Context: an optimization exercise on an open-source flow, tuned for small area, a short achievable clock period and few clock cycles per item. The choices shown serve that exercise and are no tape-out recipe.
The RTL was checked by simulation tests, not by an equivalence proof against the original design.
Power is estimated from default activity; no workload was simulated.

==> flow/design.v <==
module boothsalgo(clock, reset, signal_in, mcand, mplier, product, done_signal, addOP, subOP);
    input clock, reset, signal_in;
    input signed [31:0] mcand;   
    input signed [31:0] mplier;  
    output reg signed [63:0] product;   
    output reg done_signal;             
    output reg [4:0] addOP;             
    output reg [4:0] subOP;             
    reg signed [31:0] mcand_q;        
    reg signed [31:0] mplier_q;       
    reg busy;                         
    reg [4:0] current_index;          
    reg previous_mplier_bit;          
    wire current_mplier_bit = mplier_q[current_index];                
    wire signed [63:0] mcand_ext = {{32{mcand_q[31]}}, mcand_q};
    wire signed [63:0] shifted_mcand = mcand_ext << current_index;     
    wire signed [32:0] temp_mplier = $signed({mplier_q[31], mplier_q}) >>> current_index;  
    wire rest_equal = current_mplier_bit ? (temp_mplier[32:1] == -32'sd1) : (temp_mplier[32:1] == 32'sd0);
    always @(posedge clock) begin
        if (reset) begin
            busy <= 1'b0;
            done_signal <= 1'b0;
        end
        else if (signal_in) begin
            mcand_q <= mcand;
            mplier_q <= mplier;
            busy <= 1'b1;
            done_signal <= 1'b0;        
            addOP <= 5'd0;              
            subOP <= 5'd0;              
            product <= 64'sd0;          
            previous_mplier_bit <= 1'b0;  
            current_index <= 5'd0;      
        end
        else if (busy) begin
            if (previous_mplier_bit != current_mplier_bit) begin
                if (current_mplier_bit != 1'b1) begin
                    product <= product + shifted_mcand;
                    addOP <= addOP + 5'd1;
                end
                else begin
                    product <= product - shifted_mcand;
                    subOP <= subOP + 5'd1;
                end
            end
            if (current_index == 5'd31 || rest_equal) begin
                done_signal <= 1'b1;
                busy <= 1'b0;
            end
            current_index <= current_index + 5'd1;
            previous_mplier_bit <= current_mplier_bit;
        end
    end
endmodule
==> flow/run.sh <==
#!/bin/bash
# synth_recipe.tcl (not shown) runs the flow's synth.tcl, then flattens the netlist and writes it again
# the make line also repeats each setting of config.mk as NAME=value (left out here)
make -C /OpenROAD-flow-scripts/flow DESIGN_CONFIG=/design/flow/config.mk WORK_HOME=/design/flow/orfs CLKGATE_MAP_FILE= SYNTH_SCRIPT=/design/flow/synth_recipe.tcl finish
==> flow/config.mk <==
export PLATFORM = sky130hd
export DESIGN_NAME = boothsalgo
export DESIGN_NICKNAME = boothsalgo
export VERILOG_FILES = /design/flow/design.v
export SDC_FILE = /design/flow/constraint.sdc
export NUM_CORES = 4
export LEC_CHECK = 0
export CAP_MARGIN = 20
export CORE_MARGIN = 2
export CORE_UTILIZATION = 40
export SLEW_MARGIN = 20
==> flow/constraint.sdc <==
create_clock -name core_clock -period 6.5 [get_ports {clock}]
set_input_delay 1.3000 -clock core_clock [delete_from_list [all_inputs] [get_ports {clock}]]
set_output_delay 1.3000 -clock core_clock [all_outputs]
set_load 0.01 [all_outputs]
==> impl_results.md <==
* Routability cong. at 0.965
* Critical Setup Path Class: flip-flop to flip-flop
* Total GRT Usage at 24.9%
* CP Cell Sequence: clkbuf_16 -> mux4_2 -> mux2i_1 -> o22ai_1 -> a311oi_1 -> and3_1 -> nand2_1 -> or4_4 -> o21ai_1 -> xor2_1 -> ha_1 -> a21o_1 -> a21o_1 -> a21o_1 -> a21oi_1 -> o21bai_1 -> a311o_1 -> a211oi_1 -> o21ai_0 -> and2_1 -> mux2_2
* Final Slew Violations at 0
* Dpl hpwl at 40.7 mm
* Root Driver: clkbuf_16
* Post-Route WL at 52.0 mm
* Fill cells at 3856
* Critical path launch point type: flip-flop
* Die width at 204 µm
* Die H at 204 µm
* Fin Clk Skew at 0.0181 ns
* Antenna violations before repair at 0
* Layout cells sized above 1 at 14.9%
* Initial Util at 40.4%
* Crit path largest cell delay at 0.65 ns
* Pre-Repair DR Iteration Count at 5
* Status: no timing/DRC/antenna violations
* I/O Buffers at 141
* Yosys warning total at 1
* CP top delay family: compound AO/OA/AOI/OAI gates
* Vias in the first global route at 14400
* Syn_area_per_cell at 8.93 µm²
* Power Density at 303 nW/µm²
* Leak Pwr at 0.00722 µW
* Buf/Inv on CP at 1
* DRT iter0 DRCs at 1543
* Register Area at 4360 µm²
* Post-Syn Instances at 1795
* Row cnt at 73
* Final setup vio count at 0
* Ys async rst share at 0%
* Clock Path Buffers at 2
* Routed Antenna Nets at 0
* WP data arrival at 6.48 ns
* Area of the die at 41700 µm²
* CTS tree: done
* Ant diodes at 0
* Clk Latency, worst-skew pair at 0.48 ns
* Worst-margin pin slew at 1.01 ns
* Core region area at 39600 µm²
* Drt wl/cell at 21.1 µm
* Crit share post-route at 96.3%
* Post-Synthesis Cell Area at 16000 µm²
* Hold Vio Cnt, Final at 0
* Hold/Removal Path Class: flip-flop to flip-flop
* Crit-path max FO at 28
* Layout area overhead at 19.0%
* Nets@finish at 2069
* Largest net degree at the start of global routing at 82
* Htree depth at 4
* First-pass GRT wire length at 81.5 mm
* Peak Freq at 160 MHz
* Ys flop type: edfxtp_1
* Unrepaired setup endpoints after global routing: no
* Vias post-DR at 15100
* Final design utilization at 48.1%
* Critical path's most frequent cell: a21o_1
* Worst path required time at 6.72 ns
* Final TNS setup at 0 ns
* # Max-Cap Violations at 0
* Dpl cell area at 18300 µm²
* Final Cell Area at 19100 µm²
* Minimum clock period at 6.26 ns
* IR drop worst, VDD at 0.218 mV
* Post-synth cell types at 84
* Number of synthesized flops with an enable pin at 144
* Mapped Nets at 1931
* CTS Buf Count at 17
* GRT Residual Overflow at 0
* Clock tree sinks at 146
* Synth Register Bits at 146
* I/O pin total at 142
* Area occupied by multi-input gates at 11100 µm²
* Kind of end point of the critical path: flip-flop
* Clock-pin slew on the worst setup and hold paths at 0.07 ns
* # DRC at 0
* Vias/cell at 6.11
* Sequential-to-total area share from yosys stat at 27.2%
* Rel. slew slack at 32.4%
* Slowest cell on crit path: or4_4
==> final timing paths <==
kind               startpoint           to  slack [ns]  depth (start not counted)
max          current_index[0]  product[63]        0.24                         21
min               done_signal  done_signal        0.52                          2
max reg2reg  current_index[0]  product[63]        0.24                         21
min reg2reg       done_signal  done_signal        0.52                          2
==> cell usage in the layout (no fill, tap or decap), drive strengths merged, types with 15 or more instances in the layout <==
cell | netlist | routed
nor2b | 34 | 34
inv | 33 | 39
nor4 | 15 | 15
nand2 | 167 | 167
ha | 68 | 68
mux4 | 69 | 69
edfxtp | 144 | 144
mux2 | 48 | 48
a31oi | 32 | 32
nand2b | 25 | 25
o211ai | 17 | 17
xor2 | 59 | 59
nand4 | 24 | 24
a211o | 15 | 15
clkdlybuf4s50 | 0 | 140
a211oi | 24 | 24
clkbuf | 74 | 19
o21ai | 104 | 104
a21oi | 127 | 127
mux2i | 56 | 56
xnor2 | 63 | 63
buf | 53 | 104
and2 | 17 | 17
nor2 | 183 | 183
nand3 | 48 | 48
a21o | 58 | 58
nor3 | 43 | 43
==> routing by layer <==
metal	vias up	share of wire [%]	global-route usage, %
met4	0	1.9	7.53
met3	65	6.6	4.23
met2	604	45	38.8
met1	7315	46	35.4
li1	7117	-	-
met5	-	0	0
==> per-stage QoR <==
step	hold WS (ns)	total power, µW	cells	worst slack (ns)
after CTS	0.531	5740	2462	0.0909
after global placement	0.504	4730	2430	0.115
after floorplan	0.489	3670	1795	0.322
after detailed placement	0.522	4740	2430	0.0780
final	0.522	5770	2471	0.242
after global routing	0.548	6190	2471	0.0227
==> registers in the layout (all words and copies together) (netlist names) <==
register,flops
previous_mplier_bit,1
current_index,5
subOP,5
mcand_q,32
addOP,5
mplier_q,32
product,64
done_signal,1
busy,1
==> worst min-delay path, delay by kind of cell, from the launching register on <==
| family | cells | cell delay [ns] |
|---|---|---|
| flops | 1 | 0.31 |
| compound gates | 1 | 0.11 |
| simple gates | 1 | 0.05 |
==> logic make-up after synthesis <==
| logic type | share of synthesized area (%) |
|---|---|
| AOI/OAI and AO/OA | 21.3 |
| xor gates and xnor gates | 6.67 |
| adders and majority gates | 5.43 |
| buffers and inverters | 4.37 |
| DFF | 27.2 |
| muxes | 16.9 |
| and+or+nand+nor | 18.1 |
==> final cells by class <==
cell class	instances	area share (%)
inverters	33	0.649
clock buffers	17	2.23
well taps	525	3.44
multi-input cells	1489	58.0
repair buffers	246	12.1
flip-flops and latches	146	22.9
clock inverters	15	0.754
==> where the power goes <==
part	leakage, µW	switching [µW]	internal (µW)
clock	0.000270	444	534
combinational	0.00557	1940	1500
sequential	0.00139	116	1240
==> synthesized netlist by cell type, drive strengths merged, types with 9 or more instances <==
cell,number,area [µm²]
nor2,183,687
nand2,167,627
edfxtp,144,4320
a21oi,127,636
o21ai,104,521
clkbuf,74,278
mux4,69,1590
ha,68,851
xnor2,63,552
xor2,59,517
a21o,58,435
mux2i,56,573
buf,53,299
mux2,48,548
nand3,48,240
nor3,43,220
nor2b,34,213
inv,33,124
a31oi,32,200
nand2b,25,156
a211oi,24,180
nand4,24,150
and2,17,106
o211ai,17,128
a211o,15,131
nor4,15,109
o31ai,14,105
o21bai,13,97.6
and3,12,75.1
or3,12,75.1
a31o,9,78.8
a41oi,9,78.8
o21a,9,67.6
==> what timing repair did <==
item,in CTS,in global routing
setup endpoints to repair,0,16
hold buffers,0,0
buffers inserted,0,7
resized for setup,0,22
Testbench counts, summed over its fixed seeds: cycles 54,726, mults 3,200.

-- static timing again, ports no longer ideal --
Ports are ideal in the flow. The routed layout listed here was re-timed in OpenROAD.
Step 1: set_driving_cell puts a clkbuf_16 on clock and a buf_2 on each other input, an assumption about the parent block.
Step 2 also shifts input and output timing later by t, the mid clock arrival at the registers, as if the neighbouring blocks saw the same clock.
Slacks: ideal / step 1 / step 2; pairs: ideal / step 1.
t (ns): 0.521
slack for setup (ns): 0.242 / 0.242 / 0.242
worst slew at a driven data input, ns: 0.05
After both steps setup and hold are still met in this run. The setup slack of this run moves by 0.000 ns with the drivers and by 0.000 ns with both steps.
